From an optimization exercise on the open Yosys and OpenROAD flow, aimed at a short achievable clock period and few clock cycles; shortcuts taken in it are not production practice. Only simulation tests tie the RTL to the original design; equivalence was not proved. Power is estimated from default activity; no workload was simulated.

`design/flow/config.mk`:
```
export PLATFORM = sky130hd
export DESIGN_NAME = pipeline
export DESIGN_NICKNAME = pipeline
export VERILOG_FILES = /design/flow/design.v
export SDC_FILE = /design/flow/constraint.sdc
export NUM_CORES = 4
export LEC_CHECK = 0
export ABC_CLOCK_PERIOD_IN_PS = 2500
export CAP_MARGIN = 20
export CORE_MARGIN = 2
export CORE_UTILIZATION = 55
export SETUP_SLACK_MARGIN = 5
export SLEW_MARGIN = 20
export SYNTH_HIERARCHICAL = 1
export SYNTH_MINIMUM_KEEP_SIZE = 0
```
`design/flow/constraint.sdc`:
```
create_clock -name core_clock -period 8.0 [get_ports {clk}]
set_input_delay 1.6000 -clock core_clock [delete_from_list [all_inputs] [get_ports {clk}]]
set_output_delay 1.6000 -clock core_clock [all_outputs]
set_load 0.01 [all_outputs]
```
`design/flow/design.v`:
```
`timescale 1ns / 1ps
module ks_add #(parameter W = 32) (
    input  wire [W-1:0] a,
    input  wire [W-1:0] b,
    input  wire         cin,
    output wire [W-1:0] sum,
    output wire         cout
);
    parameter L = 6;    
    wire [W:0] g [0:L];
    wire [W:0] p [0:L];
    wire [W-1:0] x = a ^ b;
    assign g[0] = {a & b, cin};
    assign p[0] = {x, 1'b0};
    genvar l, i;
    generate
        for (l = 0; l < L; l = l + 1) begin : lvl
            for (i = 0; i <= W; i = i + 1) begin : bitn
                if (i >= (1 << l)) begin : op
                    assign g[l+1][i] = g[l][i] | (p[l][i] & g[l][i-(1<<l)]);
                    assign p[l+1][i] = p[l][i] & p[l][i-(1<<l)];
                end else begin : pass
                    assign g[l+1][i] = g[l][i];
                    assign p[l+1][i] = p[l][i];
                end
            end
        end
    endgenerate
    assign sum  = x ^ g[L][W-1:0];
    assign cout = g[L][W];
endmodule
`timescale 1ns / 1ps
module pipeline (
    input wire clk,
    input wire reset,                         
    output wire [31:0] imem_addr,
    input wire [31:0] imem_data,
    output wire [31:0] dmem_addr,
    output wire [31:0] dmem_wdata,
    output wire dmem_we,
    input wire [31:0] dmem_rdata,
    output wire reg_write_out,
    output wire [4:0] write_reg_out,
    output wire [31:0] write_data_out
);
    reg [31:0] pc;                            
    reg [31:0] pc_n;                          
    reg        fd_v;
    reg [31:0] fd_ins, fd_tgt;
    reg [31:1] fd_rsoh, fd_rtoh;              
    reg        stall_r;                       
    reg        de_v, de_wr, de_ld, de_st, de_br, de_sub;
    reg [4:0]  de_dst;
    reg [31:0] de_a, de_b, de_s, de_tgt;
    reg        de_fa, de_fb, de_fs, de_fsl, de_eqab;
    reg [4:0]  de_op_ab, de_op_rb, de_op_ar, de_op_rr;    
    reg        em_wr, em_ld, em_st;
    reg [4:0]  em_dst;
    reg [31:0] em_res, em_addr, em_sd;
    reg        mw_wr;
    reg [4:0]  mw_dst;
    reg [31:0] mw_val, mw_out;
    reg [31:0] rf [1:31];
    wire [31:0] pci = ~pc_n;
    wire [31:0] pc1;
    wire        pc1_c;
    ks_add #(32) add_pc1 (.a(pci), .b(32'd0), .cin(1'b1), .sum(pc1), .cout(pc1_c));
    wire [15:0] t_lo, hi_p1, hi_m1;
    wire        t_c, hi_p1_c, hi_m1_c;
    ks_add #(16) add_tlo (.a(pci[15:0]), .b(imem_data[15:0]), .cin(1'b1), .sum(t_lo), .cout(t_c));
    ks_add #(16) add_hp1 (.a(pci[31:16]), .b(16'd0), .cin(1'b1), .sum(hi_p1), .cout(hi_p1_c));
    ks_add #(16) add_hm1 (.a(pci[31:16]), .b(16'hFFFF), .cin(1'b0), .sum(hi_m1), .cout(hi_m1_c));
    wire [15:0] t_hi = (t_c == imem_data[15]) ? pci[31:16] : t_c ? hi_p1 : hi_m1;
    wire [31:0] f_tgt = {t_hi, t_lo};
    wire        f_jump = imem_data[31:26] == 6'h04 && imem_data[25:21] == imem_data[20:16];
    assign imem_addr = pc;
    wire [5:0] op = fd_ins[31:26];
    wire [5:0] fn = fd_ins[5:0];
    wire [4:0] rs = fd_ins[25:21];
    wire [4:0] rt = fd_ins[20:16];
    wire [4:0] rd = fd_ins[15:11];
    wire [31:0] imm = {{16{fd_ins[15]}}, fd_ins[15:0]};
    wire isR = op == 6'h00;
    wire isL = op == 6'h23;
    wire isS = op == 6'h2B;
    wire isB = op == 6'h04 && rs != rt;       
    wire useA = isR | isL | isS | isB;
    wire useB = isR | isB;
    wire [4:0] dst = isR ? rd : rt;
    wire wr = (isR | isL) && dst != 5'd0;
    wire eA = de_v && de_wr && de_dst == rs;
    wire eB = de_v && de_wr && de_dst == rt;
    wire mA = em_wr && em_dst == rs;
    wire mB = em_wr && em_dst == rt;
    wire wA = mw_wr && mw_dst == rs;
    wire wB = mw_wr && mw_dst == rt;
    reg [31:0] rfA, rfB;
    integer k;
    always @(*) begin
        rfA = 32'd0;
        rfB = 32'd0;
        for (k = 1; k < 32; k = k + 1) begin
            rfA = rfA | ({32{fd_rsoh[k]}} & rf[k]);
            rfB = rfB | ({32{fd_rtoh[k]}} & rf[k]);
        end
    end
    wire [31:0] vA = mA ? (em_ld ? dmem_rdata : em_res) : wA ? mw_val : rfA;
    wire [31:0] vB = mB ? (em_ld ? dmem_rdata : em_res) : wB ? mw_val : rfB;
    wire stall = stall_r && fd_v && de_v;
    wire [5:0] f_op = imem_data[31:26];
    wire f_isB  = f_op == 6'h04 && imem_data[25:21] != imem_data[20:16];
    wire f_useA = f_op == 6'h00 || f_op == 6'h23 || f_op == 6'h2B || f_isB;
    wire f_useB = f_op == 6'h00 || f_isB;
    wire stall_n = fd_v && !stall && isL && wr &&
                   ((f_useA && imem_data[25:21] == dst) || (f_useB && imem_data[20:16] == dst));
    wire dv = fd_v && !stall;
    wire d_fuse = isB && de_sub &&
                  ((rs == de_dst && rt == 5'd0) || (rt == de_dst && rs == 5'd0));
    wire [4:0] d_op = {isR && fn == 6'h2A, isR && fn == 6'h25, isR && fn == 6'h24,
                       isR && fn == 6'h22, isL || isS || (isR && fn == 6'h20)};
    wire d_fa = eA;
    wire d_fb = eB && useB;
    wire [31:0] ad_ab, su_ab, ad_rb, su_rb, ad_ar, su_ar;
    wire        ac_ab, sc_ab, ac_rb, sc_rb, ac_ar, sc_ar;
    ks_add #(32) add_ab (.a(de_a),   .b(de_b),    .cin(1'b0), .sum(ad_ab), .cout(ac_ab));
    ks_add #(32) sub_ab (.a(de_a),   .b(~de_b),   .cin(1'b1), .sum(su_ab), .cout(sc_ab));
    ks_add #(32) add_rb (.a(em_res), .b(de_b),    .cin(1'b0), .sum(ad_rb), .cout(ac_rb));
    ks_add #(32) sub_rb (.a(em_res), .b(~de_b),   .cin(1'b1), .sum(su_rb), .cout(sc_rb));
    ks_add #(32) add_ar (.a(de_a),   .b(em_res),  .cin(1'b0), .sum(ad_ar), .cout(ac_ar));
    ks_add #(32) sub_ar (.a(de_a),   .b(~em_res), .cin(1'b1), .sum(su_ar), .cout(sc_ar));
    wire [31:0] res =
        ({32{de_op_ab[0]}} & ad_ab) | ({32{de_op_ab[1]}} & su_ab) |
        ({32{de_op_ab[2]}} & (de_a & de_b)) | ({32{de_op_ab[3]}} & (de_a | de_b)) |
        {31'd0, de_op_ab[4] & !sc_ab} |
        ({32{de_op_rb[0]}} & ad_rb) | ({32{de_op_rb[1]}} & su_rb) |
        ({32{de_op_rb[2]}} & (em_res & de_b)) | ({32{de_op_rb[3]}} & (em_res | de_b)) |
        {31'd0, de_op_rb[4] & !sc_rb} |
        ({32{de_op_ar[0]}} & ad_ar) | ({32{de_op_ar[1]}} & su_ar) |
        ({32{de_op_ar[2]}} & (de_a & em_res)) | ({32{de_op_ar[3]}} & (de_a | em_res)) |
        {31'd0, de_op_ar[4] & !sc_ar} |
        ({32{de_op_rr[0]}} & {em_res[30:0], 1'b0}) | ({32{de_op_rr[2] | de_op_rr[3]}} & em_res);
    wire [31:0] s_add = de_fa ? ad_rb : ad_ab;    
    wire e_eq = (de_fa && de_fb) ? 1'b1 :
                de_fa ? em_res == de_b :
                de_fb ? de_a == em_res : de_eqab;
    wire misE = e_eq && de_br;
    wire misD = e_eq && !de_br && dv && d_fuse;
    wire        take_red = e_eq && (de_br || (dv && d_fuse));
    wire [31:0] redir = de_br ? de_tgt : fd_tgt;
    wire [31:0] other = reset ? 32'd0 : take_red ? redir : stall ? pci : pc1;
    wire        pick_tgt = f_jump && !reset && !take_red && !stall;
    wire [31:0] npc = pick_tgt ? f_tgt : other;
    always @(posedge clk) begin
        pc   <= npc;
        pc_n <= ~npc;
    end
    integer j;
    always @(posedge clk) begin
        stall_r <= stall_n && !reset;
        if (reset || misE || misD)
            fd_v <= 1'b0;
        else if (!stall)
            fd_v <= 1'b1;
        if (!stall) begin
            fd_ins <= imem_data;
            fd_tgt <= f_tgt;
            for (j = 1; j < 32; j = j + 1) begin
                fd_rsoh[j] <= imem_data[25:21] == j;
                fd_rtoh[j] <= imem_data[20:16] == j;
            end
        end
    end
    wire go = dv && !misE && !reset;
    always @(posedge clk) begin
        de_v   <= go;
        de_wr  <= go && wr;
        de_ld  <= go && isL;
        de_st  <= go && isS;
        de_br  <= go && isB && !d_fuse;
        de_sub <= go && wr && isR && fn == 6'h22;
        de_dst <= dst;
        de_a   <= vA;
        de_b   <= (isL || isS) ? imm : vB;
        de_s   <= vB;
        de_eqab <= vA == vB;
        de_tgt <= fd_tgt;
        de_fa  <= d_fa;
        de_fb  <= d_fb;
        de_fs  <= eB && !de_ld;
        de_fsl <= eB && de_ld;
        de_op_ab <= d_op & {5{!d_fa && !d_fb}};
        de_op_rb <= d_op & {5{d_fa && !d_fb}};
        de_op_ar <= d_op & {5{!d_fa && d_fb}};
        de_op_rr <= d_op & {5{d_fa && d_fb}};
    end
    always @(posedge clk) begin
        em_wr   <= de_v && de_wr && !reset;
        em_ld   <= de_v && de_ld && !reset;
        em_st   <= de_v && de_st && !reset;
        em_dst  <= de_dst;
        em_res  <= res;
        em_addr <= s_add;
        em_sd   <= de_fsl ? dmem_rdata : de_fs ? em_res : de_s;
    end
    assign dmem_addr  = em_addr;
    assign dmem_wdata = em_sd;
    assign dmem_we    = em_st;
    always @(posedge clk) begin
        mw_wr  <= em_wr && !reset;
        mw_dst <= em_dst;
        mw_val <= em_ld ? dmem_rdata : em_res;
        if (em_wr)
            mw_out <= em_ld ? dmem_rdata : em_res;
    end
    always @(posedge clk) begin
        if (mw_wr)
            rf[mw_dst] <= mw_val;
    end
    assign reg_write_out  = mw_wr;
    assign write_reg_out  = mw_dst;
    assign write_data_out = mw_out;
endmodule
```
`design/flow/run.sh`:
```
#!/bin/bash
# synth_recipe.tcl (not shown) runs the flow's synth.tcl, then flattens the netlist and writes it again
# the make line also repeats each setting of config.mk as NAME=value (left out here)
make -C /OpenROAD-flow-scripts/flow DESIGN_CONFIG=/design/flow/config.mk WORK_HOME=/design/flow/orfs CLKGATE_MAP_FILE= SYNTH_SCRIPT=/design/flow/synth_recipe.tcl finish
```
==> qor.log, run 1 <==
INFO  status         run_status=finished clean
INFO  detailed_routing dr.first_iter.drc_count=14,000
INFO  clock_tree     clkSinkCount=1,520
INFO  clock_tree     clockBufferDepth=3
INFO  global_routing first_global_vias=68,000
INFO  detailed_routing first_pass_iters=11
INFO  yosys          netlist_area=79,900µm²
INFO  detailed_routing totalWireLength=375,000µm
INFO  clock_tree     cts_hold_buffers=0
INFO  power_and_ir_drop ir_drop=0.000272V
INFO  global_routing grt_antenna_before_repair=25
INFO  finish         layout.nets=8,055
INFO  global_routing global_route_wire_length_before_repair=509,000µm
INFO  global_routing grt_remaining_overflow=0
INFO  timing         rsz0062_at_grt=true
INFO  setup_path     cp_slowest_stage_delay=510ps
INFO  timing         timing.final.hold_violations=0
INFO  setup_path     cp.arrival=4040ps
INFO  timing         tightestPinTransition=1200ps
INFO  setup_path     cp-end-kind=register
INFO  setup_path     worst-path-max-fanout=6
INFO  clock_tree     clock_slew_at_the_register_clock_pins_of_the_worst_setup_and_hold_paths=60ps
INFO  yosys          netlist_instances=7,048
INFO  clock_tree     htreeDepth=4
INFO  power_and_ir_drop power.static_leakage=0.0359µW
INFO  finish         final_layout_size_suffix_gt1_share=24.5%
INFO  clock_tree     worstSkewPairLatency=840ps
INFO  floorplan      initial_cell_density_of_the_core=55.5%
INFO  placed_design  detailedPlace.worstSlack=2520ps
INFO  setup_path     criticalPathCategory=input pin to register
INFO  floorplan      floorplan.io_pins=201
INFO  power_and_ir_drop fin_total_pwr=24,700µW
INFO  setup_path     cp.required=8710ps
INFO  detailed_routing post_detailed_route_drc_marker_count=0
INFO  clock_tree     cts_inserted_buffers=162
INFO  timing         slew_violations=0
INFO  detailed_routing per_cell_routed_wire_length=39.0µm
INFO  setup_path     critical_path.cell_chain=buf_8 > ha_4 > a21oi_4 > o21bai_1 > a221oi_2 > o41ai_4 > buf_6 > buf_6 > a221o_4 > o21ai_2 > a21oi_2 > a22o_1
INFO  timing         final.setup.tns=0ps
INFO  detailed_routing antenna_left=0
INFO  timing         post_layout_minimum_cycle_time=3330ps
INFO  floorplan      fp.coreArea=144,000µm²
INFO  yosys          avgSynthCellArea=11.3µm²
INFO  clock_tree     tritoncts=built
INFO  yosys          synth.yosys.warnings=9
INFO  placed_design  dpl.hpwl=226,000µm
INFO  finish         fin_area=98,600µm²
INFO  global_routing groute.usage.overall=48.7%
INFO  detailed_routing via_per_inst=7.66
INFO  floorplan      die_width=385µm
INFO  timing         timing.clock.skew=65.2ps
INFO  floorplan      floorplan.die_area=148,000µm²
INFO  finish         flow.area_growth_from_synthesis=23.4%
INFO  clock_tree     clockRootBuffer=sky130_fd_sc_hd__clkbuf_16
INFO  setup_path     slowest_stage=sky130_fd_sc_hd__a221o_4
INFO  floorplan      placement_rows=139
INFO  placed_design  gp_congestion=1.02
INFO  setup_path     cp_common_cell=sky130_fd_sc_hd__buf_6
INFO  timing         relSlewSlack=20.1%
INFO  placed_design  dp.cells=8,998
INFO  timing         fin_crit_share=41.7%
INFO  setup_path     setup.worst_path.start_class=input pin
INFO  power_and_ir_drop power_per_cell_area=250nW/µm²
INFO  timing         setup_ws=4670ps
INFO  detailed_routing routed-via-count=73,700
INFO  min_path       hold_path.class=register to register
INFO  timing         fmax=0.300GHz
INFO  placed_design  place_area=85,000µm²
INFO  timing         setup-violations-final=0
INFO  floorplan      fp.dieH=385µm
INFO  finish         final_cells=9,621
INFO  global_routing grt_start_max_net_pins=80
INFO  job            cap_viol_max_count=0
INFO  placed_design  buffers_on_ports=200
[state kept, by name, indices dropped and copies added, names as in the netlist, 31 cells and up]
name,count
rf,992
de_a,32
de_b,32
de_s,32
de_tgt,32
em_addr,32
em_res,32
em_sd,32
fd_ins,32
fd_tgt,32
mw_out,32
mw_val,32
pc,32
pc_n,32
fd_rsoh,31
fd_rtoh,31
[layout by cell type (no fill, tap or decap), types with 142 or more instances in the layout]
cell type,count
sky130_fd_sc_hd__inv_1,231
sky130_fd_sc_hd__buf_4,347
sky130_fd_sc_hd__nand3_1,170
sky130_fd_sc_hd__o21ai_0,200
sky130_fd_sc_hd__a22o_1,145
sky130_fd_sc_hd__a221oi_1,142
sky130_fd_sc_hd__ha_1,282
sky130_fd_sc_hd__nor2_1,317
sky130_fd_sc_hd__edfxtp_1,1150
sky130_fd_sc_hd__nand2_1,355
sky130_fd_sc_hd__a21oi_1,245
sky130_fd_sc_hd__xnor2_1,172
sky130_fd_sc_hd__a22oi_1,750
sky130_fd_sc_hd__clkbuf_16,169
sky130_fd_sc_hd__nand4_1,227
sky130_fd_sc_hd__dfxtp_1,240
[routing by layer]
layer	GRT usage (%)	share of wire [%]
met3	22.3	18
met1	62.7	35
met4	30.4	8.0
met2	65.9	39
met5	0.715	0.18
[final timing paths]
kind                         from                  to  slack (ps)  cells after the start
min reg2reg  fd_tgt[31]$_DFFE_PN_  de_tgt[31]$_DFF_P_         370                      0
max                  imem_data[9]      pc[16]$_DFF_P_        4670                     12
min          fd_tgt[31]$_DFFE_PN_  de_tgt[31]$_DFF_P_         370                      0
max reg2reg      de_b[25]$_DFF_P_   em_res[0]$_DFF_P_        4700                     14
[worst max-delay path, delay by kind of cell]
family | cells | cell delay (ps)
adder cells (fa/ha/maj) | 1 | 250
buffers and inverters | 3 | 400
AO/OA/AOI/OAI | 8 | 1770
[power by group]
group / internal [µW] / total [µW] / leakage [µW] / switching [µW]
Combinational: 2990 / 7600 / 0.0192 / 4610
Sequential: 9000 / 9440 / 0.0141 / 437
Clock: 4240 / 7640 / 0.00257 / 3400
[area by class of cell]
cell class | count | area [µm²]
inverter | 248 | 947
fill | 10600 | 45400
tap | 1903 | 2380
clock buffer | 203 | 4290
sequential | 1520 | 42200
antenna | 7 | 17.5
multi-input combinational | 4945 | 41100
clock inverter | 93 | 1010
timing repair buffer | 702 | 6670
[through the flow]
stage | hold slack, ps | util (%)
global route | 376 | 68.5
global placement | 350 | 59.0
CTS | 367 | 66.8
floorplan | 347 | -
detailed placement | 353 | 59.0
finish | 367 | 68.5
[timing repair]
item                        CTS  global route
gates resized for setup    1358           387
setup endpoints to repair   734           199
cloned                       24             8
setup buffers               218            70
pin swaps                   206           156
Testbench counts, summed over its fixed seeds: cycles 10,255.
==> run 2: changes to the inputs <==
--- a/design/flow/design.v
+++ b/design/flow/design.v
@@ -46,32 +46,34 @@
     reg [31:0] pc;                            
     reg [31:0] pc_n;                          
     reg        fd_v;
-    reg [31:0] fd_ins, fd_tgt;
+    reg [31:0] fd_ins;
+    reg [15:0] fd_tlo, fd_pchi;               
+    reg        fd_tc, fd_cross;               
     reg [31:1] fd_rsoh, fd_rtoh;              
     reg        stall_r;                       
     reg        de_v, de_wr, de_ld, de_st, de_br, de_sub;
     reg [4:0]  de_dst;
     reg [31:0] de_a, de_b, de_s, de_tgt;
-    reg        de_fa, de_fb, de_fs, de_fsl, de_eqab;
+    reg        de_fa, de_fb, de_fs, de_fsl;
     reg [4:0]  de_op_ab, de_op_rb, de_op_ar, de_op_rr;    
     reg        em_wr, em_ld, em_st;
     reg [4:0]  em_dst;
     reg [31:0] em_res, em_addr, em_sd;
-    reg        mw_wr;
-    reg [4:0]  mw_dst;
-    reg [31:0] mw_val, mw_out;
+    reg        mw_wr;                         
+    reg [4:0]  mw_dst;                        
+    reg [31:0] mw_val;                        
+    reg [31:0] mw_out;                        
+    reg [31:1] mw_we;                         
     reg [31:0] rf [1:31];
     wire [31:0] pci = ~pc_n;
     wire [31:0] pc1;
     wire        pc1_c;
     ks_add #(32) add_pc1 (.a(pci), .b(32'd0), .cin(1'b1), .sum(pc1), .cout(pc1_c));
-    wire [15:0] t_lo, hi_p1, hi_m1;
-    wire        t_c, hi_p1_c, hi_m1_c;
+    wire [15:0] t_lo;
+    wire        t_c;
     ks_add #(16) add_tlo (.a(pci[15:0]), .b(imem_data[15:0]), .cin(1'b1), .sum(t_lo), .cout(t_c));
-    ks_add #(16) add_hp1 (.a(pci[31:16]), .b(16'd0), .cin(1'b1), .sum(hi_p1), .cout(hi_p1_c));
-    ks_add #(16) add_hm1 (.a(pci[31:16]), .b(16'hFFFF), .cin(1'b0), .sum(hi_m1), .cout(hi_m1_c));
-    wire [15:0] t_hi = (t_c == imem_data[15]) ? pci[31:16] : t_c ? hi_p1 : hi_m1;
-    wire [31:0] f_tgt = {t_hi, t_lo};
+    wire [31:0] f_tgt  = {pci[31:16], t_lo};
+    wire        f_cross = t_c != imem_data[15];
     wire        f_jump = imem_data[31:26] == 6'h04 && imem_data[25:21] == imem_data[20:16];
     assign imem_addr = pc;
     wire [5:0] op = fd_ins[31:26];
@@ -114,6 +116,12 @@
     wire stall_n = fd_v && !stall && isL && wr &&
                    ((f_useA && imem_data[25:21] == dst) || (f_useB && imem_data[20:16] == dst));
     wire dv = fd_v && !stall;
+    wire [15:0] d_hp1, d_hm1;
+    wire        d_hp1_c, d_hm1_c;
+    ks_add #(16) add_hp1 (.a(fd_pchi), .b(16'd0), .cin(1'b1), .sum(d_hp1), .cout(d_hp1_c));
+    ks_add #(16) add_hm1 (.a(fd_pchi), .b(16'hFFFF), .cin(1'b0), .sum(d_hm1), .cout(d_hm1_c));
+    wire [15:0] d_thi = (fd_tc == fd_ins[15]) ? fd_pchi : fd_tc ? d_hp1 : d_hm1;
+    wire [31:0] d_tgt = {d_thi, fd_tlo};
     wire d_fuse = isB && de_sub &&
                   ((rs == de_dst && rt == 5'd0) || (rt == de_dst && rs == 5'd0));
     wire [4:0] d_op = {isR && fn == 6'h2A, isR && fn == 6'h25, isR && fn == 6'h24,
@@ -131,22 +139,24 @@
     wire [31:0] res =
         ({32{de_op_ab[0]}} & ad_ab) | ({32{de_op_ab[1]}} & su_ab) |
         ({32{de_op_ab[2]}} & (de_a & de_b)) | ({32{de_op_ab[3]}} & (de_a | de_b)) |
-        {31'd0, de_op_ab[4] & !sc_ab} |
+        {31'd0, de_op_ab[4] & (de_a < de_b)} |
         ({32{de_op_rb[0]}} & ad_rb) | ({32{de_op_rb[1]}} & su_rb) |
         ({32{de_op_rb[2]}} & (em_res & de_b)) | ({32{de_op_rb[3]}} & (em_res | de_b)) |
-        {31'd0, de_op_rb[4] & !sc_rb} |
+        {31'd0, de_op_rb[4] & (em_res < de_b)} |
         ({32{de_op_ar[0]}} & ad_ar) | ({32{de_op_ar[1]}} & su_ar) |
         ({32{de_op_ar[2]}} & (de_a & em_res)) | ({32{de_op_ar[3]}} & (de_a | em_res)) |
-        {31'd0, de_op_ar[4] & !sc_ar} |
+        {31'd0, de_op_ar[4] & (de_a < em_res)} |
         ({32{de_op_rr[0]}} & {em_res[30:0], 1'b0}) | ({32{de_op_rr[2] | de_op_rr[3]}} & em_res);
     wire [31:0] s_add = de_fa ? ad_rb : ad_ab;    
     wire e_eq = (de_fa && de_fb) ? 1'b1 :
                 de_fa ? em_res == de_b :
-                de_fb ? de_a == em_res : de_eqab;
-    wire misE = e_eq && de_br;
-    wire misD = e_eq && !de_br && dv && d_fuse;
-    wire        take_red = e_eq && (de_br || (dv && d_fuse));
-    wire [31:0] redir = de_br ? de_tgt : fd_tgt;
+                de_fb ? de_a == em_res : de_a == de_b;
+    wire red_E = e_eq && de_br;
+    wire red_D = !red_E && dv && ((e_eq && d_fuse) || fd_cross);
+    wire misE = red_E;
+    wire misD = red_D;
+    wire        take_red = red_E || red_D;
+    wire [31:0] redir = red_E ? de_tgt : d_tgt;
     wire [31:0] other = reset ? 32'd0 : take_red ? redir : stall ? pci : pc1;
     wire        pick_tgt = f_jump && !reset && !take_red && !stall;
     wire [31:0] npc = pick_tgt ? f_tgt : other;
@@ -163,7 +173,10 @@
             fd_v <= 1'b1;
         if (!stall) begin
             fd_ins <= imem_data;
-            fd_tgt <= f_tgt;
+            fd_tlo   <= t_lo;
+            fd_tc    <= t_c;
+            fd_pchi  <= pci[31:16];
+            fd_cross <= f_jump && f_cross;
             for (j = 1; j < 32; j = j + 1) begin
                 fd_rsoh[j] <= imem_data[25:21] == j;
                 fd_rtoh[j] <= imem_data[20:16] == j;
@@ -182,8 +195,7 @@
         de_a   <= vA;
         de_b   <= (isL || isS) ? imm : vB;
         de_s   <= vB;
-        de_eqab <= vA == vB;
-        de_tgt <= fd_tgt;
+        de_tgt <= d_tgt;
         de_fa  <= d_fa;
         de_fb  <= d_fb;
         de_fs  <= eB && !de_ld;
@@ -209,12 +221,15 @@
         mw_wr  <= em_wr && !reset;
         mw_dst <= em_dst;
         mw_val <= em_ld ? dmem_rdata : em_res;
-        if (em_wr)
-            mw_out <= em_ld ? dmem_rdata : em_res;
-    end
-    always @(posedge clk) begin
-        if (mw_wr)
-            rf[mw_dst] <= mw_val;
+        mw_out <= em_wr ? (em_ld ? dmem_rdata : em_res) : 32'd0;
+        for (j = 1; j < 32; j = j + 1)
+            mw_we[j] <= em_wr && !reset && em_dst == j;
+    end
+    integer w;
+    always @(posedge clk) begin
+        for (w = 1; w < 32; w = w + 1)
+            if (mw_we[w])
+                rf[w] <= mw_val;
     end
     assign reg_write_out  = mw_wr;
     assign write_reg_out  = mw_dst;
==> qor.log, run 2 <==
INFO  finish         largest_register_ff_count=992
INFO  timing         timing.final.hold_violations=0
INFO  global_routing global_route_wire_length_before_repair=508,000µm
INFO  setup_path     cp_slowest_stage_delay=650ps
INFO  power_and_ir_drop power.static_leakage=0.0375µW
INFO  finish         largest_register=rf
INFO  clock_tree     clockRootBuffer=sky130_fd_sc_hd__clkbuf_16
INFO  finish         n_fill_cell=11,400
INFO  detailed_routing routed-via-count=73,500
INFO  floorplan      initial_cell_density_of_the_core=55.3%
INFO  yosys          avgSynthCellArea=11.7µm²
INFO  floorplan      fp.dieH=392µm
INFO  detailed_routing post_detailed_route_drc_marker_count=0
INFO  timing         post_layout_minimum_cycle_time=3300ps
INFO  floorplan      floorplan.die_area=153,000µm²
INFO  timing         relSlewSlack=20.8%
INFO  finish         register_area=42,700µm²
INFO  yosys          synth.yosys.warnings=10
INFO  placed_design  buffers_on_ports=200
INFO  finish         fin_util=66.3%
INFO  finish         flow.area_growth_from_synthesis=19.9%
INFO  global_routing grt_remaining_overflow=0
INFO  status         run_status=finished clean
INFO  power_and_ir_drop power_per_cell_area=257nW/µm²
INFO  power_and_ir_drop ir_drop=0.000241V
INFO  detailed_routing dr.first_iter.drc_count=14,700
INFO  placed_design  gp_congestion=1.01
INFO  clock_tree     cts_inserted_buffers=165
INFO  setup_path     cp-end-kind=register
INFO  detailed_routing first_pass_iters=17
INFO  floorplan      floorplan.io_pins=201
INFO  global_routing groute.usage.overall=47.0%
INFO  clock_tree     htreeDepth=4
INFO  setup_path     cp_common_cell=sky130_fd_sc_hd__buf_6
INFO  clock_tree     clockBufferDepth=3
INFO  timing         setup_ws=4700ps
INFO  timing         final.setup.tns=0ps
INFO  detailed_routing via_per_inst=7.58
INFO  finish         final_layout_size_suffix_gt1_share=22.0%
INFO  placed_design  dpl.hpwl=221,000µm
INFO  placed_design  detailedPlace.worstSlack=3090ps
INFO  yosys          netlist_area=82,600µm²
INFO  timing         slew_violations=0
INFO  floorplan      die_width=392µm
INFO  setup_path     criticalPathCategory=register to register
INFO  timing         fin_crit_share=41.3%
INFO  global_routing grt_start_max_net_pins=79
INFO  finish         final_common_cell=sky130_fd_sc_hd__edfxtp_1
INFO  floorplan      fp.coreArea=149,000µm²
INFO  timing         timing.clock.skew=89.7ps
INFO  yosys          netlist_instances=7,070
INFO  clock_tree     clock_slew_at_the_register_clock_pins_of_the_worst_setup_and_hold_paths=60ps
INFO  finish         layout.nets=8,168
INFO  setup_path     worst-path-buf-inv=3
INFO  clock_tree     clkSinkCount=1,552
INFO  global_routing grt_antenna_before_repair=11
INFO  min_path       hold_path.class=register to register
INFO  detailed_routing antenna_left=0
INFO  setup_path     setup.worst_path.start_class=register
INFO  clock_tree     cts_hold_buffers=0
INFO  setup_path     worst-path-max-fanout=6
INFO  detailed_routing totalWireLength=376,000µm
INFO  timing         setup-violations-final=0
INFO  timing         rsz0062_at_grt=true
INFO  clock_tree     worstSkewPairLatency=870ps
INFO  clock_tree     tritoncts=built
INFO  global_routing first_global_vias=68,700
INFO  timing         fmax=0.303GHz
INFO  finish         multi_input_gate_area=41,900µm²
INFO  floorplan      placement_rows=142
INFO  setup_path     cp.required=8650ps
INFO  placed_design  dp.cells=9,107
INFO  job            cap_viol_max_count=0
INFO  setup_path     cp.arrival=3960ps
INFO  setup_path     critical_path.cell_chain=buf_6 > fa_2 > a211oi_2 > o21ai_2 > buf_6 > a211oi_4 > buf_6 > nor2_4 > a31oi_4 > xnor2_2 > a222oi_1 > and3_1 > nand3_1
INFO  setup_path     cp_top_family=compound AO/OA/AOI/OAI gates
INFO  setup_path     slowest_stage=sky130_fd_sc_hd__a222oi_1
INFO  finish         mostFrequentLayoutCells=1,120 x sky130_fd_sc_hd__edfxtp_1, 444 x sky130_fd_sc_hd__ha_1, 373 x sky130_fd_sc_hd__buf_4
INFO  detailed_routing per_cell_routed_wire_length=38.8µm
INFO  finish         final_cells=9,696
INFO  timing         tightestPinTransition=1190ps
## run 2: cell count changes in the layout (fill, tap and decap cells not counted), sizes merged, moves of 51 or more
cell    previous run  this run
nand4            227       176
buf              580       493
o21ai            315       229
nor2             394       304
nand3            205       151
nor2b             12        88
a22oi            776       299
dfxtp            370       432
a22o             145       318
ha               400       560
a221oi           179       358
a21oi            365       307
## run 2: where the power goes
| part | switching, µW | internal (µW) | total [µW] |
|---|---|---|---|
| Clock | 3470 | 4450 | 7920 |
| Sequential | 477 | 9130 | 9600 |
| Combinational | 4690 | 3190 | 7880 |
| Total | 8640 | 16800 | 25400 |
## run 2: final timing paths
path,from,end,slack (ps),cells after the start
max,de_b[0]$_DFF_P_,em_res[21]$_DFF_P_,4700,13
max reg2reg,de_b[0]$_DFF_P_,em_res[21]$_DFF_P_,4700,13
min,fd_tlo[3]$_DFFE_PN_,de_tgt[3]$_DFF_P_,370,0
min reg2reg,fd_tlo[3]$_DFFE_PN_,de_tgt[3]$_DFF_P_,370,0
## run 2: worst register-to-register path, cell delays in order (launching register included)
cell and delay [ps]:
sky130_fd_sc_hd__dfxtp_4 370, sky130_fd_sc_hd__buf_6 120, sky130_fd_sc_hd__fa_2 430, sky130_fd_sc_hd__a211oi_2 270
sky130_fd_sc_hd__o21ai_2 90, sky130_fd_sc_hd__buf_6 130, sky130_fd_sc_hd__a211oi_4 210, sky130_fd_sc_hd__buf_6 170
sky130_fd_sc_hd__nor2_4 50, sky130_fd_sc_hd__a31oi_4 170, sky130_fd_sc_hd__xnor2_2 110, sky130_fd_sc_hd__a222oi_1 650
sky130_fd_sc_hd__and3_1 260, sky130_fd_sc_hd__nand3_1 70
## run 2: area by class of cell
| cell class | count | area share, % |
|---|---|---|
| diodes | 5 | 0.0126 |
| clock buffers | 239 | 4.62 |
| clock inverters | 71 | 1.00 |
| inverters | 244 | 0.964 |
| multi-input cells | 4938 | 42.3 |
| flip-flops and latches | 1552 | 43.1 |
| well taps | 2016 | 2.55 |
| repair buffers | 631 | 5.42 |
## run 2: stage by stage
step / hold WS [ps] / area (µm²) / power, µW
CTS: 368 / 96600 / 24600
finish: 367 / 99000 / 25400
global placement: 351 / 87200 / 16300
global route: 372 / 99000 / 26200
detailed placement: 356 / 87200 / 16300
floorplan: 329 / 83200 / 14200
## run 2: what timing repair did
action                                  4_1_cts  5_1_grt
endpoints found under the setup margin      319      172
setup buffers                               154      100
cloned                                       11        9
resized for setup                          1080      317
pin swaps                                   126      190
## run 2: per-layer routing
layer	wire length [µm]	share of wire, %	global-route usage (%)
met3	62800	17	20.2
met2	150000	40	65.0
met1	133000	35	60.4
met5	208	0.055	0.287
met4	30200	8.0	29.2
Testbench counts of run 2, summed over its fixed seeds: cycles 10,255.
==> run 3: changes to the inputs <==
--- a/design/flow/design.v
+++ b/design/flow/design.v
@@ -47,13 +47,14 @@
     reg [31:0] pc_n;                          
     reg        fd_v;
     reg [31:0] fd_ins;
-    reg [15:0] fd_tlo, fd_pchi;               
-    reg        fd_tc, fd_cross;               
+    reg [15:0] fd_tlo, fd_thi;                
+    reg        fd_cross;                      
     reg [31:1] fd_rsoh, fd_rtoh;              
     reg        stall_r;                       
     reg        de_v, de_wr, de_ld, de_st, de_br, de_sub;
     reg [4:0]  de_dst;
-    reg [31:0] de_a, de_b, de_s, de_tgt;
+    reg [31:0] de_a, de_b, de_bx, de_s, de_tgt;
+    reg        de_bsub;                       
     reg        de_fa, de_fb, de_fs, de_fsl;
     reg [4:0]  de_op_ab, de_op_rb, de_op_ar, de_op_rr;    
     reg        em_wr, em_ld, em_st;
@@ -74,6 +75,11 @@
     ks_add #(16) add_tlo (.a(pci[15:0]), .b(imem_data[15:0]), .cin(1'b1), .sum(t_lo), .cout(t_c));
     wire [31:0] f_tgt  = {pci[31:16], t_lo};
     wire        f_cross = t_c != imem_data[15];
+    wire [15:0] f_hp1, f_hm1;
+    wire        f_hp1_c, f_hm1_c;
+    ks_add #(16) add_hp1 (.a(pci[31:16]), .b(16'd0), .cin(1'b1), .sum(f_hp1), .cout(f_hp1_c));
+    ks_add #(16) add_hm1 (.a(pci[31:16]), .b(16'hFFFF), .cin(1'b0), .sum(f_hm1), .cout(f_hm1_c));
+    wire [15:0] f_thi = !f_cross ? pci[31:16] : t_c ? f_hp1 : f_hm1;
     wire        f_jump = imem_data[31:26] == 6'h04 && imem_data[25:21] == imem_data[20:16];
     assign imem_addr = pc;
     wire [5:0] op = fd_ins[31:26];
@@ -116,38 +122,33 @@
     wire stall_n = fd_v && !stall && isL && wr &&
                    ((f_useA && imem_data[25:21] == dst) || (f_useB && imem_data[20:16] == dst));
     wire dv = fd_v && !stall;
-    wire [15:0] d_hp1, d_hm1;
-    wire        d_hp1_c, d_hm1_c;
-    ks_add #(16) add_hp1 (.a(fd_pchi), .b(16'd0), .cin(1'b1), .sum(d_hp1), .cout(d_hp1_c));
-    ks_add #(16) add_hm1 (.a(fd_pchi), .b(16'hFFFF), .cin(1'b0), .sum(d_hm1), .cout(d_hm1_c));
-    wire [15:0] d_thi = (fd_tc == fd_ins[15]) ? fd_pchi : fd_tc ? d_hp1 : d_hm1;
-    wire [31:0] d_tgt = {d_thi, fd_tlo};
+    wire [31:0] d_tgt = {fd_thi, fd_tlo};
     wire d_fuse = isB && de_sub &&
                   ((rs == de_dst && rt == 5'd0) || (rt == de_dst && rs == 5'd0));
     wire [4:0] d_op = {isR && fn == 6'h2A, isR && fn == 6'h25, isR && fn == 6'h24,
                        isR && fn == 6'h22, isL || isS || (isR && fn == 6'h20)};
     wire d_fa = eA;
     wire d_fb = eB && useB;
-    wire [31:0] ad_ab, su_ab, ad_rb, su_rb, ad_ar, su_ar;
-    wire        ac_ab, sc_ab, ac_rb, sc_rb, ac_ar, sc_ar;
-    ks_add #(32) add_ab (.a(de_a),   .b(de_b),    .cin(1'b0), .sum(ad_ab), .cout(ac_ab));
-    ks_add #(32) sub_ab (.a(de_a),   .b(~de_b),   .cin(1'b1), .sum(su_ab), .cout(sc_ab));
-    ks_add #(32) add_rb (.a(em_res), .b(de_b),    .cin(1'b0), .sum(ad_rb), .cout(ac_rb));
-    ks_add #(32) sub_rb (.a(em_res), .b(~de_b),   .cin(1'b1), .sum(su_rb), .cout(sc_rb));
-    ks_add #(32) add_ar (.a(de_a),   .b(em_res),  .cin(1'b0), .sum(ad_ar), .cout(ac_ar));
-    ks_add #(32) sub_ar (.a(de_a),   .b(~em_res), .cin(1'b1), .sum(su_ar), .cout(sc_ar));
-    wire [31:0] res =
-        ({32{de_op_ab[0]}} & ad_ab) | ({32{de_op_ab[1]}} & su_ab) |
+    wire [31:0] as_ab, as_rb, ad_ar, su_ar;
+    wire        ac_ab, ac_rb, ac_ar, sc_ar;
+    ks_add #(32) as_ab_u (.a(de_a),   .b(de_bx),    .cin(de_bsub), .sum(as_ab), .cout(ac_ab));
+    ks_add #(32) as_rb_u (.a(em_res), .b(de_bx),    .cin(de_bsub), .sum(as_rb), .cout(ac_rb));
+    ks_add #(32) add_ar  (.a(de_a),   .b(em_res),   .cin(1'b0),    .sum(ad_ar), .cout(ac_ar));
+    ks_add #(32) sub_ar  (.a(de_a),   .b(~em_res),  .cin(1'b1),    .sum(su_ar), .cout(sc_ar));
+    wire [31:0] res_early =
         ({32{de_op_ab[2]}} & (de_a & de_b)) | ({32{de_op_ab[3]}} & (de_a | de_b)) |
         {31'd0, de_op_ab[4] & (de_a < de_b)} |
-        ({32{de_op_rb[0]}} & ad_rb) | ({32{de_op_rb[1]}} & su_rb) |
         ({32{de_op_rb[2]}} & (em_res & de_b)) | ({32{de_op_rb[3]}} & (em_res | de_b)) |
         {31'd0, de_op_rb[4] & (em_res < de_b)} |
-        ({32{de_op_ar[0]}} & ad_ar) | ({32{de_op_ar[1]}} & su_ar) |
         ({32{de_op_ar[2]}} & (de_a & em_res)) | ({32{de_op_ar[3]}} & (de_a | em_res)) |
         {31'd0, de_op_ar[4] & (de_a < em_res)} |
         ({32{de_op_rr[0]}} & {em_res[30:0], 1'b0}) | ({32{de_op_rr[2] | de_op_rr[3]}} & em_res);
-    wire [31:0] s_add = de_fa ? ad_rb : ad_ab;    
+    wire [31:0] res =
+        ({32{de_op_ab[0] | de_op_ab[1]}} & as_ab) |
+        ({32{de_op_rb[0] | de_op_rb[1]}} & as_rb) |
+        ({32{de_op_ar[0]}} & ad_ar) | ({32{de_op_ar[1]}} & su_ar) |
+        res_early;
+    wire [31:0] s_add = de_fa ? as_rb : as_ab;    
     wire e_eq = (de_fa && de_fb) ? 1'b1 :
                 de_fa ? em_res == de_b :
                 de_fb ? de_a == em_res : de_a == de_b;
@@ -155,11 +156,13 @@
     wire red_D = !red_E && dv && ((e_eq && d_fuse) || fd_cross);
     wire misE = red_E;
     wire misD = red_D;
-    wire        take_red = red_E || red_D;
-    wire [31:0] redir = red_E ? de_tgt : d_tgt;
-    wire [31:0] other = reset ? 32'd0 : take_red ? redir : stall ? pci : pc1;
-    wire        pick_tgt = f_jump && !reset && !take_red && !stall;
-    wire [31:0] npc = pick_tgt ? f_tgt : other;
+    wire        redD_eq = dv && (d_fuse || fd_cross);    
+    wire        redD_ne = dv && fd_cross;
+    wire [31:0] oth_eq = reset ? 32'd0 : de_br ? de_tgt : redD_eq ? d_tgt : stall ? pci : pc1;
+    wire [31:0] oth_ne = reset ? 32'd0 : redD_ne ? d_tgt : stall ? pci : pc1;
+    wire        ft_eq  = f_jump && !reset && !de_br && !redD_eq && !stall;
+    wire        ft_ne  = f_jump && !reset && !redD_ne && !stall;
+    wire [31:0] npc = (e_eq ? ft_eq : ft_ne) ? f_tgt : e_eq ? oth_eq : oth_ne;
     always @(posedge clk) begin
         pc   <= npc;
         pc_n <= ~npc;
@@ -174,8 +177,7 @@
         if (!stall) begin
             fd_ins <= imem_data;
             fd_tlo   <= t_lo;
-            fd_tc    <= t_c;
-            fd_pchi  <= pci[31:16];
+            fd_thi   <= f_thi;
             fd_cross <= f_jump && f_cross;
             for (j = 1; j < 32; j = j + 1) begin
                 fd_rsoh[j] <= imem_data[25:21] == j;
@@ -194,6 +196,8 @@
         de_dst <= dst;
         de_a   <= vA;
         de_b   <= (isL || isS) ? imm : vB;
+        de_bx  <= ((isL || isS) ? imm : vB) ^ {32{d_op[1]}};
+        de_bsub <= d_op[1];
         de_s   <= vB;
         de_tgt <= d_tgt;
         de_fa  <= d_fa;
--- a/design/flow/config.mk
+++ b/design/flow/config.mk
@@ -8,7 +8,7 @@
 export ABC_CLOCK_PERIOD_IN_PS = 2500
 export CAP_MARGIN = 20
 export CORE_MARGIN = 2
-export CORE_UTILIZATION = 55
+export CORE_UTILIZATION = 45
 export SETUP_SLACK_MARGIN = 5
 export SLEW_MARGIN = 20
 export SYNTH_HIERARCHICAL = 1
==> qor.log, run 3 <==
INFO  setup_path     criticalPathCategory=register to register
INFO  clock_tree     clockBufferDepth=3
INFO  floorplan      floorplan.die_area=182,000µm²
INFO  setup_path     r2r_cells=13
INFO  power_and_ir_drop power_switching=8370µW
INFO  detailed_routing routed-via-count=71,000
INFO  setup_path     cp_slowest_stage_delay=410ps
INFO  yosys          netlist_instances=6,925
INFO  finish         final_layout_size_suffix_gt1_share=23.8%
INFO  detailed_routing via_per_inst=7.15
INFO  detailed_routing first_pass_iters=10
INFO  power_and_ir_drop switching_share_of_total_power=33.1%
INFO  placed_design  dp.cells=9,304
INFO  setup_path     cp_top_family=compound AO/OA/AOI/OAI gates
INFO  timing         tightestPinTransition=1170ps
INFO  clock_tree     tritoncts=built
INFO  timing         setup_ws=4790ps
INFO  placed_design  buffers_on_ports=200
INFO  placed_design  gp_congestion=1.00
INFO  floorplan      fp.coreArea=178,000µm²
INFO  global_routing groute.usage.overall=38.9%
INFO  power_and_ir_drop power.static_leakage=0.0371µW
INFO  floorplan      placement_rows=155
INFO  finish         layout.nets=7,995
INFO  yosys          avgSynthCellArea=11.6µm²
INFO  power_and_ir_drop clock_power_share=31.7%
INFO  setup_path     cp.required=8680ps
INFO  finish         largest_register=rf
INFO  setup_path     regToRegEndpoint=pc[8]$_DFF_P_
INFO  setup_path     cp_common_cell=sky130_fd_sc_hd__buf_12
INFO  setup_path     rr_startpoint=de_a[18]$_DFF_P_
INFO  global_routing grt_antenna_before_repair=10
INFO  floorplan      initial_cell_density_of_the_core=45.2%
INFO  finish         fin_util=55.1%
INFO  clock_tree     cts_inserted_buffers=169
INFO  global_routing global_route_wire_length_before_repair=502,000µm
INFO  detailed_routing totalWireLength=370,000µm
INFO  global_routing grt_remaining_overflow=0
INFO  timing         final.setup.tns=0ps
INFO  finish         final_common_cell=sky130_fd_sc_hd__edfxtp_1
INFO  clock_tree     worstSkewPairLatency=860ps
INFO  timing         timing.final.hold_violations=0
INFO  timing         slew_violations=0
INFO  floorplan      die_width=427µm
INFO  job            cap_viol_max_count=0
INFO  detailed_routing dr.first_iter.drc_count=14,000
INFO  setup_path     r2r_setup_slack=4790ps
INFO  detailed_routing post_detailed_route_drc_marker_count=0
INFO  timing         post_layout_minimum_cycle_time=3210ps
INFO  placed_design  detailedPlace.worstSlack=2690ps
INFO  power_and_ir_drop power_per_cell_area=258nW/µm²
INFO  clock_tree     clock_slew_at_the_register_clock_pins_of_the_worst_setup_and_hold_paths=60ps
INFO  timing         setup-violations-final=0
INFO  finish         flow.area_growth_from_synthesis=22.0%
INFO  global_routing first_global_vias=67,300
INFO  setup_path     worst-path-buf-inv=5
INFO  setup_path     slowest_stage=sky130_fd_sc_hd__dfxtp_4
INFO  finish         largest_register_ff_count=992
INFO  power_and_ir_drop comb_power_share=29.4%
INFO  floorplan      floorplan.io_pins=201
INFO  setup_path     cp-end-kind=register
INFO  power_and_ir_drop ir_drop=0.000193V
INFO  min_path       hold_path.class=register to register
INFO  power_and_ir_drop seq_power_share=38.9%
INFO  timing         fmax=0.311GHz
INFO  finish         fin_area=98,200µm²
INFO  timing         timing.clock.skew=45.5ps
INFO  placed_design  place_area=85,800µm²
INFO  yosys          netlist_area=80,500µm²
INFO  timing         fin_crit_share=40.2%
INFO  power_and_ir_drop internal_power=16,900µW
INFO  min_path       whs_path_depth=0
INFO  detailed_routing antenna_left=0
INFO  timing         rsz0062_at_grt=true
INFO  status         run_status=finished clean
INFO  setup_path     worst-path-max-fanout=6
INFO  clock_tree     clkSinkCount=1,584
INFO  clock_tree     clockRootBuffer=sky130_fd_sc_hd__clkbuf_16
INFO  setup_path     setup.worst_path.start_class=register
INFO  yosys          synth.yosys.warnings=10
INFO  placed_design  dpl.hpwl=214,000µm
INFO  min_path       hold_end=de_tgt[2]$_DFF_P_
INFO  min_path       holdCritStartpoint=fd_tlo[2]$_DFFE_PN_
INFO  clock_tree     cts_hold_buffers=0
INFO  finish         mostFrequentLayoutCells=1,119 x sky130_fd_sc_hd__edfxtp_1, 631 x sky130_fd_sc_hd__a22oi_1, 420 x sky130_fd_sc_hd__buf_4
INFO  clock_tree     htreeDepth=4
INFO  timing         relSlewSlack=22.0%
INFO  global_routing grt_start_max_net_pins=90
INFO  setup_path     critical_path.cell_chain=inv_1 > ha_1 > nor4_2 > nand4_1 > buf_6 > o311ai_4 > nand3_2 > buf_12 > o21a_4 > buf_12 > buf_12 > a311oi_4 > a211oi_2
INFO  detailed_routing per_cell_routed_wire_length=37.3µm
INFO  floorplan      fp.dieH=427µm
INFO  finish         final_cells=9,928
INFO  setup_path     cp.arrival=3890ps
run 3: final cells by class:
type	instances	area, µm²
fill	14900	79800
sequential	1584	43300
inverter	265	1040
timing repair buffer	679	5710
clock buffer	235	4700
multi-input combinational	4726	39600
antenna	6	15.0
clock inverter	78	901
tap	2355	2950
run 3: worst max path at each step:
stage | startpoint | end | slack (ps) | depth (start not counted)
finish | de_a[18]$_DFF_P_ | pc[8]$_DFF_P_ | 4790 | 13
global route | pc_n[0]$_DFF_P_ | pc_n[18]$_DFF_P_ | 4720 | 14
global placement | imem_data[20] | pc_n[3]$_DFF_P_ | 2700 | 9
floorplan | imem_data[5] | fd_thi[13]$_DFFE_PN_ | 4180 | 13
detailed placement | imem_data[20] | pc_n[0]$_DFF_P_ | 2690 | 9
CTS | em_res[28]$_DFF_P_ | pc[2]$_DFF_P_ | 4840 | 14
run 3: what timing repair did:
action / in CTS / in global routing
pin swaps: 146 / 177
setup buffers: 154 / 133
gates cloned: 12 / 6
endpoints found under the setup margin: 383 / 171
gates resized for setup: 1185 / 368
run 3: per-stage QoR:
stage          total power [µW]  hold WS (ps)
6_report                  25300           390
5_1_grt                   26100           406
4_1_cts                   24300           388
3_5_place_dp              15800           380
3_3_place_gp              15700           379
2_1_floorplan             13900           326
run 3: power groups by stage:
stage / sequential, µW / combinational [µW] / clock, µW
6_report: 9840 / 7440 / 8020
2_1_floorplan: 9790 / 4090 / 0
3_3_place_gp: 9950 / 5770 / 0
3_5_place_dp: 9950 / 5820 / 0
4_1_cts: 9800 / 6510 / 8010
5_1_grt: 9880 / 7850 / 8330
run 3: per-layer routing:
metal  routed length [µm]  share of wire, %  track usage, %  vias up
li1                     -                 -               -    28200
met5                   62             0.017               0        -
met1               133000                36            50.7    34700
met4                29300               7.9            24.5        6
met3                57500                16            13.5     1608
met2               151000                41            55.0     6435
Testbench counts of run 3, summed over its fixed seeds: cycles 10,255.
==> run 4: changes to the inputs <==
--- a/design/flow/design.v
+++ b/design/flow/design.v
@@ -49,6 +49,7 @@
     reg [31:0] fd_ins;
     reg [15:0] fd_tlo, fd_thi;                
     reg        fd_cross;                      
+    reg        fd_bz_rs, fd_bz_rt;            
     reg [31:1] fd_rsoh, fd_rtoh;              
     reg        stall_r;                       
     reg        de_v, de_wr, de_ld, de_st, de_br, de_sub;
@@ -123,8 +124,7 @@
                    ((f_useA && imem_data[25:21] == dst) || (f_useB && imem_data[20:16] == dst));
     wire dv = fd_v && !stall;
     wire [31:0] d_tgt = {fd_thi, fd_tlo};
-    wire d_fuse = isB && de_sub &&
-                  ((rs == de_dst && rt == 5'd0) || (rt == de_dst && rs == 5'd0));
+    wire d_fuse = de_sub && ((fd_bz_rs && rs == de_dst) || (fd_bz_rt && rt == de_dst));
     wire [4:0] d_op = {isR && fn == 6'h2A, isR && fn == 6'h25, isR && fn == 6'h24,
                        isR && fn == 6'h22, isL || isS || (isR && fn == 6'h20)};
     wire d_fa = eA;
@@ -178,6 +178,8 @@
             fd_ins <= imem_data;
             fd_tlo   <= t_lo;
             fd_thi   <= f_thi;
+            fd_bz_rs <= f_isB && imem_data[20:16] == 5'd0;
+            fd_bz_rt <= f_isB && imem_data[25:21] == 5'd0;
             fd_cross <= f_jump && f_cross;
             for (j = 1; j < 32; j = j + 1) begin
                 fd_rsoh[j] <= imem_data[25:21] == j;
--- a/design/flow/config.mk
+++ b/design/flow/config.mk
@@ -8,7 +8,7 @@
 export ABC_CLOCK_PERIOD_IN_PS = 2500
 export CAP_MARGIN = 20
 export CORE_MARGIN = 2
-export CORE_UTILIZATION = 45
+export CORE_UTILIZATION = 55
 export SETUP_SLACK_MARGIN = 5
 export SLEW_MARGIN = 20
 export SYNTH_HIERARCHICAL = 1
==> qor.log, run 4 <==
INFO  detailed_routing antenna_left=0
INFO  finish         fin_area=97,700µm²
INFO  placed_design  dpl.hpwl=207,000µm
INFO  power_and_ir_drop power.static_leakage=0.0360µW
INFO  setup_path     rr_startpoint=de_b[17]$_DFF_P_
INFO  floorplan      floorplan.io_pins=201
INFO  global_routing first_global_vias=67,000
INFO  yosys          netlist_instances=6,913
INFO  setup_path     worst-path-buf-inv=3
INFO  setup_path     cp.required=8640ps
INFO  power_and_ir_drop fin_total_pwr=25,900µW
INFO  clock_tree     cts_inserted_buffers=166
INFO  global_routing global_route_wire_length_before_repair=495,000µm
INFO  timing         timing.clock.skew=66.2ps
INFO  setup_path     critical_path.cell_chain=inv_1 > ha_1 > or4_4 > nor4_4 > nand4_1 > nand4b_1 > buf_12 > buf_12 > mux2_8 > a2111oi_4 > a211oi_1
INFO  floorplan      floorplan.die_area=150,000µm²
INFO  setup_path     r2r_setup_slack=4530ps
INFO  power_and_ir_drop clock_power_share=32.4%
INFO  global_routing groute.usage.overall=46.3%
INFO  timing         fin_crit_share=43.4%
INFO  placed_design  place_area=85,100µm²
INFO  power_and_ir_drop comb_power_share=29.0%
INFO  clock_tree     worstSkewPairLatency=840ps
INFO  finish         largest_register_ff_count=992
INFO  timing         slew_violations=0
INFO  power_and_ir_drop power_per_cell_area=265nW/µm²
INFO  yosys          netlist_area=80,600µm²
INFO  floorplan      fp.dieH=387µm
INFO  timing         tightestPinTransition=1180ps
INFO  detailed_routing routed-via-count=71,400
INFO  timing         setup_ws=4530ps
INFO  setup_path     cp-end-kind=register
INFO  setup_path     setup.worst_path.start_class=register
INFO  power_and_ir_drop internal_power=17,500µW
INFO  timing         fmax=0.288GHz
INFO  finish         fin_util=67.1%
INFO  finish         largest_register=rf
INFO  detailed_routing first_pass_iters=14
INFO  finish         n_fill_cell=10,900
INFO  min_path       hold_path.class=register to register
INFO  power_and_ir_drop power_switching=8380µW
INFO  finish         mostFrequentLayoutCells=1,121 x sky130_fd_sc_hd__edfxtp_1, 652 x sky130_fd_sc_hd__a22oi_1, 372 x sky130_fd_sc_hd__ha_1
INFO  detailed_routing per_cell_routed_wire_length=38.5µm
INFO  clock_tree     tritoncts=built
INFO  setup_path     regToRegEndpoint=pc[25]$_DFF_P_
INFO  setup_path     cp_common_cell=sky130_fd_sc_hd__buf_12
INFO  global_routing grt_start_max_net_pins=114
INFO  timing         relSlewSlack=21.6%
INFO  global_routing grt_remaining_overflow=0
INFO  setup_path     worst-path-max-fanout=8
INFO  power_and_ir_drop switching_share_of_total_power=32.4%
INFO  placed_design  gp_congestion=0.970
INFO  clock_tree     clkSinkCount=1,586
INFO  clock_tree     clock_slew_at_the_register_clock_pins_of_the_worst_setup_and_hold_paths=60ps
INFO  floorplan      initial_cell_density_of_the_core=55.4%
INFO  floorplan      die_width=387µm
INFO  finish         layout.nets=7,915
INFO  setup_path     cp_slowest_stage_delay=460ps
INFO  setup_path     criticalPathCategory=register to register
INFO  timing         post_layout_minimum_cycle_time=3470ps
INFO  floorplan      placement_rows=140
INFO  setup_path     slowest_stage=sky130_fd_sc_hd__mux2_8
INFO  setup_path     critical_path_cell_count=11
INFO  finish         final_layout_size_suffix_gt1_share=22.7%
INFO  clock_tree     clockBufferDepth=3
INFO  timing         rsz0062_at_grt=true
INFO  detailed_routing totalWireLength=363,000µm
INFO  power_and_ir_drop ir_drop=0.000204V
INFO  setup_path     r2r_cells=11
INFO  yosys          avgSynthCellArea=11.7µm²
INFO  job            cap_viol_max_count=0
INFO  finish         flow.area_growth_from_synthesis=21.1%
INFO  timing         setup-violations-final=0
INFO  detailed_routing via_per_inst=7.59
INFO  status         run_status=finished clean
INFO  placed_design  detailedPlace.worstSlack=3060ps
INFO  detailed_routing dr.first_iter.drc_count=14,000
INFO  floorplan      fp.coreArea=146,000µm²
INFO  global_routing grt_antenna_before_repair=14
INFO  yosys          synth.yosys.warnings=10
INFO  power_and_ir_drop seq_power_share=38.5%
INFO  setup_path     cp-startpoint=de_b[17]$_DFF_P_
INFO  clock_tree     clockRootBuffer=sky130_fd_sc_hd__clkbuf_16
INFO  setup_path     cp.arrival=4110ps
INFO  setup_path     endpoint=pc[25]$_DFF_P_
INFO  placed_design  buffers_on_ports=200
INFO  timing         timing.final.hold_violations=0
INFO  timing         final.setup.tns=0ps
INFO  clock_tree     htreeDepth=4
INFO  setup_path     cp_top_family=simple AND/OR/NAND/NOR gates
INFO  detailed_routing post_detailed_route_drc_marker_count=0
INFO  finish         final_common_cell=sky130_fd_sc_hd__edfxtp_1
[run 4: changes by cell type in the layout (fill, tap and decap cells not counted), sizes merged, moves of 16 or more]
cell,before,now
a211oi,96,70
a221oi,204,220
a22oi,632,652
buf,587,467
dlygate4sd2,5,28
inv,268,243
nand4b,7,24
nor2,385,368
nor2b,55,84
o21ai,186,214
[run 4: per-stage QoR]
stage | cells | hold WS [ps]
3_5_place_dp | 8825 | 382
3_3_place_gp | 8825 | 378
5_1_grt | 9401 | 402
4_1_cts | 9276 | 386
6_report | 9410 | 386
2_1_floorplan | 6993 | 326
[run 4: metal layers]
metal  track usage, %  wire (µm)  vias up
met5            0.415        278        -
met4             27.5      28200       20
met3             19.4      61900     1703
met2             64.1     145000     6919
met1             60.2     127000    34600
li1                 -          -    28100
[run 4: how the worst min path moves through the flow]
stage                     cells past startpoint           startpoint           endpoint  slack (ps)
after floorplan                               0    em_dst[4]$_DFF_P_  mw_dst[4]$_DFF_P_         330
after global placement                        0  fd_tlo[2]$_DFFE_PN_  de_tgt[2]$_DFF_P_         380
after detailed placement                      0    de_dst[2]$_DFF_P_  em_dst[2]$_DFF_P_         380
after CTS                                     0    de_dst[4]$_DFF_P_  em_dst[4]$_DFF_P_         390
after global routing                          0    de_dst[2]$_DFF_P_  em_dst[2]$_DFF_P_         400
final                                         0    de_dst[4]$_DFF_P_  em_dst[4]$_DFF_P_         390
[run 4: repair_timing]
action / in CTS / in global routing
hold buffers: 0 / 0
resized for setup: 982 / 426
setup endpoints to repair: 366 / 190
pin swaps: 138 / 208
buffers inserted: 123 / 123
gates cloned: 21 / 2
[run 4: power by group through the flow]
stage	Combinational, µW	Clock [µW]	Sequential, µW
final	7510	8390	9960
after CTS	6670	8380	9920
after global routing	7930	8700	10000
after floorplan	4210	0	9910
after detailed placement	6050	0	10000
after global placement	6030	0	10000
[run 4: layout make-up]
cell class / count / area [µm²] / area share (%)
clock buffer: 219 / 4620 / 4.73
sequential: 1586 / 43400 / 44.4
multi-input combinational: 4749 / 39700 / 40.7
timing repair buffer: 604 / 5290 / 5.41
clock inverter: 88 / 1300 / 1.33
tap: 1917 / 2400 / 2.46
antenna: 9 / 22.5 / 0.0231
inverter: 238 / 952 / 0.975
Testbench counts of run 4, summed over its fixed seeds: cycles 10,255.

==> re-timing with driven ports <==
The flow's constraints put no driver on any port. The routed layouts listed below were extracted and timed again, unchanged, in two steps.
Step 1: set_driving_cell puts a clkbuf_16 on clk and a buf_2 on each other input, an assumption about the parent block.
Step 2 moves the port delays by t, midway between the first and last clock arrival at a register: inputs arrive t later, outputs are due t later. That takes back most of the time a late clock gives input paths.
a / b / c = ideal ports / drivers / drivers and shift; a / b = the first two.
run	t (ns)	setup slack, ns	slew at the worst register clock pin (ns)	worst data-port slew with drivers (ns)
run 1	0.893	4.666 / 4.701 / 3.822	0.07 / 0.07	0.22
run 2	0.916	4.697 / 4.697 / 3.887	0.08 / 0.08	0.22
run 3	0.922	4.785 / 4.785 / 4.030	0.07 / 0.07	0.08
run 4	0.901	4.527 / 4.527 / 3.869	0.07 / 0.07	0.15
After both steps every run listed still meets setup and hold. The setup slack of run 1, which loses most, moves by +0.035 ns with the drivers and by -0.844 ns with both steps.
